What follows belongs to an exercise in optimizing a design on an open flow for small area, a short achievable clock period and few clock cycles per item; a production flow would make more cautious choices.
In this exercise RTL edits were held to simulation tests only and were not proved equivalent to the original.
Power figures rest on the tool's default switching activity, not on a simulated workload.

## AuctionSearch
module AuctionSearch(
  input         clock,
  input         reset,
  output        io_rewardIn_0_ready,
  input         io_rewardIn_0_valid,
  input  [7:0]  io_rewardIn_0_reward,
  input  [10:0] io_rewardIn_0_idx,
  input         io_rewardIn_0_last,
  output [10:0] io_agentIdx_0,
  input  [7:0]  io_price_0,
  output        io_rewardIn_1_ready,
  input         io_rewardIn_1_valid,
  input  [7:0]  io_rewardIn_1_reward,
  input  [10:0] io_rewardIn_1_idx,
  output [10:0] io_agentIdx_1,
  input  [7:0]  io_price_1,
  output        io_rewardIn_2_ready,
  input         io_rewardIn_2_valid,
  input  [7:0]  io_rewardIn_2_reward,
  input  [10:0] io_rewardIn_2_idx,
  output [10:0] io_agentIdx_2,
  input  [7:0]  io_price_2,
  output        io_rewardIn_3_ready,
  input         io_rewardIn_3_valid,
  input  [7:0]  io_rewardIn_3_reward,
  input  [10:0] io_rewardIn_3_idx,
  output [10:0] io_agentIdx_3,
  input  [7:0]  io_price_3,
  output        io_rewardIn_4_ready,
  input         io_rewardIn_4_valid,
  input  [7:0]  io_rewardIn_4_reward,
  input  [10:0] io_rewardIn_4_idx,
  output [10:0] io_agentIdx_4,
  input  [7:0]  io_price_4,
  output        io_rewardIn_5_ready,
  input         io_rewardIn_5_valid,
  input  [7:0]  io_rewardIn_5_reward,
  input  [10:0] io_rewardIn_5_idx,
  output [10:0] io_agentIdx_5,
  input  [7:0]  io_price_5,
  output        io_rewardIn_6_ready,
  input         io_rewardIn_6_valid,
  input  [7:0]  io_rewardIn_6_reward,
  input  [10:0] io_rewardIn_6_idx,
  output [10:0] io_agentIdx_6,
  input  [7:0]  io_price_6,
  output        io_rewardIn_7_ready,
  input         io_rewardIn_7_valid,
  input  [7:0]  io_rewardIn_7_reward,
  input  [10:0] io_rewardIn_7_idx,
  output [10:0] io_agentIdx_7,
  input  [7:0]  io_price_7,
  input         io_resultOut_ready,
  output        io_resultOut_valid,
  output [10:0] io_resultOut_winner,
  output [7:0]  io_resultOut_bid
);
Size in the first run: ~340 I/O pins, ~16000 µm² of cells after synthesis.
Settings: LEC_CHECK=0, CAP_MARGIN=20, CORE_MARGIN=2, CORE_UTILIZATION=40, PLACE_DENSITY=0.6, SETUP_SLACK_MARGIN=0.1, SLEW_MARGIN=20, SYNTH_HIERARCHICAL=1; clock period 4.0 ns.
standard.sh (not shown) runs the stock make flow with config.mk's settings and CLKGATE_MAP_FILE= SYNTH_SCRIPT=/design/flow/synth_recipe.tcl, a recipe that flattens the netlist after the stock synthesis.
==> flow/flow/run.sh <==
#!/bin/bash
# The standard layout (standard.sh), with two changes:
# - plain buf_2 buffers on the ports instead of the flow's default choice (a
#   delay cell); every port still gets its own buffer;
# - after synthesis, every combinational cell is set to the smallest drive of
#   its kind (flow/downsize.tcl); the flow's resizing sizes up what timing needs.
# Each tool's full output goes to a log of its own here; ORFS's per-step logs
# are under orfs/logs/.
set -euo pipefail
export BUFFER_PORTS_ARGS="-buffer_cell sky130_fd_sc_hd__buf_2"
bash standard.sh synth > standard_synth.log 2>&1
export SYNTH_ODB=orfs/results/${FLOW_PLATFORM}/AuctionSearch/base/1_synth.odb
openroad -no_init -exit flow/downsize.tcl > downsize.log 2>&1
touch orfs/results/${FLOW_PLATFORM}/AuctionSearch/base/1_synth.sdc
bash standard.sh > standard.log 2>&1
==> flow/flow/downsize.tcl <==
# Set every combinational cell of the synthesized netlist to the smallest
# drive of its kind (same function and footprint); placement's and timing
# repair's resizing then sizes up what the timing needs. Registers, tie cells
# and delay cells are left as synthesis made them.
read_db $::env(SYNTH_ODB)
set db [ord::get_db]
set block [ord::get_db_block]
set swapped 0
set saved 0.0
foreach inst [$block getInsts] {
  set m [$inst getMaster]
  set name [$m getName]
  if {![regexp {^(sky130_fd_sc_hd__([a-z0-9]+))_([0-9]+)$} $name -> base kind n]} { continue }
  if {[regexp {^(df|edf|sdf|dl|conb|tap|fill|decap|clkdly|dlygate|dlymetal|probe|lpflow|ebuf|einv)} $kind]} { continue }
  set best $m
  foreach s {0 1 2} {
    set c [$db findMaster ${base}_$s]
    if {$c ne "NULL" && [$c getWidth] < [$best getWidth]} { set best $c }
  }
  if {$best ne $m} {
    set saved [expr {$saved + ([$m getWidth] - [$best getWidth]) * [$m getHeight] / 1e6}]
    $inst swapMaster $best
    incr swapped
  }
}
puts "downsize: swapped $swapped cells, [format %.1f $saved] um2 less"
write_db $::env(SYNTH_ODB)
The first run ran to the end with no violations.
Testbench counts at the start, summed over its fixed seeds: cycles 31,933, rounds 5,813.
Change:
--- a/flow/config.mk
+++ b/flow/config.mk
@@ -9,5 +9,6 @@
 export CORE_MARGIN = 2
 export CORE_UTILIZATION = 40
-export PLACE_DENSITY = 0.6
+export GPL_TIMING_DRIVEN = 0
+export PLACE_DENSITY = 0.5
 export SETUP_SLACK_MARGIN = 0.1
 export SLEW_MARGIN = 20
Area after synthesis stays the same.
Design area falls by about 7.5%.
Core utilization falls by 4.5 points.
Clock power rises by about 4%.
Maximum frequency rises by about 0.9%.
Via count falls by about 1.4%.
Clock skew rises by 0.0050 ns.
Hold slack gets worse by 0.012 ns.
Change:
--- a/flow/config.mk
+++ b/flow/config.mk
@@ -6,10 +6,10 @@
 export NUM_CORES = 4
 export LEC_CHECK = 0
-export CAP_MARGIN = 20
+export CAP_MARGIN = 5
 export CORE_MARGIN = 2
 export CORE_UTILIZATION = 40
 export GPL_TIMING_DRIVEN = 0
-export PLACE_DENSITY = 0.5
+export PLACE_DENSITY = 0.6
 export SETUP_SLACK_MARGIN = 0.1
-export SLEW_MARGIN = 20
+export SLEW_MARGIN = 5
 export SYNTH_HIERARCHICAL = 1
Result:
- The new run completed without violations
- setup slack gets worse by 0.058 ns
- flip-flop and latch count stays the same
- count of clock-buffer cells in the layout does not change
- clock skew goes down by 0.013 ns
Change:
--- a/flow/config.mk
+++ b/flow/config.mk
@@ -6,10 +6,10 @@
 export NUM_CORES = 4
 export LEC_CHECK = 0
-export CAP_MARGIN = 5
+export CAP_MARGIN = 20
 export CORE_MARGIN = 2
 export CORE_UTILIZATION = 40
 export GPL_TIMING_DRIVEN = 0
 export PLACE_DENSITY = 0.6
-export SETUP_SLACK_MARGIN = 0.1
-export SLEW_MARGIN = 5
+export SETUP_SLACK_MARGIN = 0.2
+export SLEW_MARGIN = 20
 export SYNTH_HIERARCHICAL = 1
The changed run passed the timing, DRC and antenna checks.
Utilization rises by 3.2 points.
Combinational power rises by 9.7%.
Die area does not change.
Sequential share of layout area falls by 0.79 points.
Clock skew barely changes.
Fmax rises by 2.2%.
Power rises by 4.2%.
Worst hold slack stays flat.
Worst setup slack improves by 0.084 ns.
Routed wire length rises by 4.3%.
Change:
--- a/flow/config.mk
+++ b/flow/config.mk
@@ -11,5 +11,5 @@
 export GPL_TIMING_DRIVEN = 0
 export PLACE_DENSITY = 0.6
-export SETUP_SLACK_MARGIN = 0.2
+export SETUP_SLACK_MARGIN = 0.1
 export SLEW_MARGIN = 20
 export SYNTH_HIERARCHICAL = 1
Effect: The new run completed without violations. Fmax drops by about 2.2%. Setup slack gets worse by 0.084 ns. Total power drops by 4.1%. Clock skew hardly moves. Area after synthesis stays the same. Sequential cell count stays the same. First-iteration DRC count drops by 0.68%. Synthesized cell count stays the same. Sequential power is about the same.

[afterwards: timing with drivers on the ports]
Ports are ideal in the flow. The routed layouts listed here were re-timed in OpenROAD.
Step 1 assumes that a clkbuf_16 drives the clock port and a buf_2 every other input.
Step 2 times the ports against the registers' clock, not the clock port: input delays grow and output delays shrink by t, the midpoint of the rising clock arrivals with the driver on.
Slacks: ideal / step 1 / step 2; pairs: ideal / step 1.
run	shift t [ns]	slack for setup (ns)	hold slack, ns	slew at the worst register clock pin (ns)
the first run	0.506	0.133 / 0.162 / -0.345	0.438 / 0.403 / 0.457	0.08 / 0.08
the second run	0.506	0.167 / 0.193 / -0.313	0.425 / 0.397 / 0.462	0.08 / 0.08
the third run	0.510	0.110 / 0.054 / -0.320	0.434 / 0.401 / 0.454	0.08 / 0.08
the fourth run	0.499	0.194 / 0.194 / -0.275	0.435 / 0.408 / 0.453	0.08 / 0.08
the fifth run	0.510	0.110 / 0.054 / -0.320	0.434 / 0.401 / 0.454	0.08 / 0.08
With both steps, setup timing fails in every run listed, where it was met with ideal ports. For the second run, which loses most, drivers alone change the setup slack by +0.026 ns; drivers and shift together by -0.480 ns.
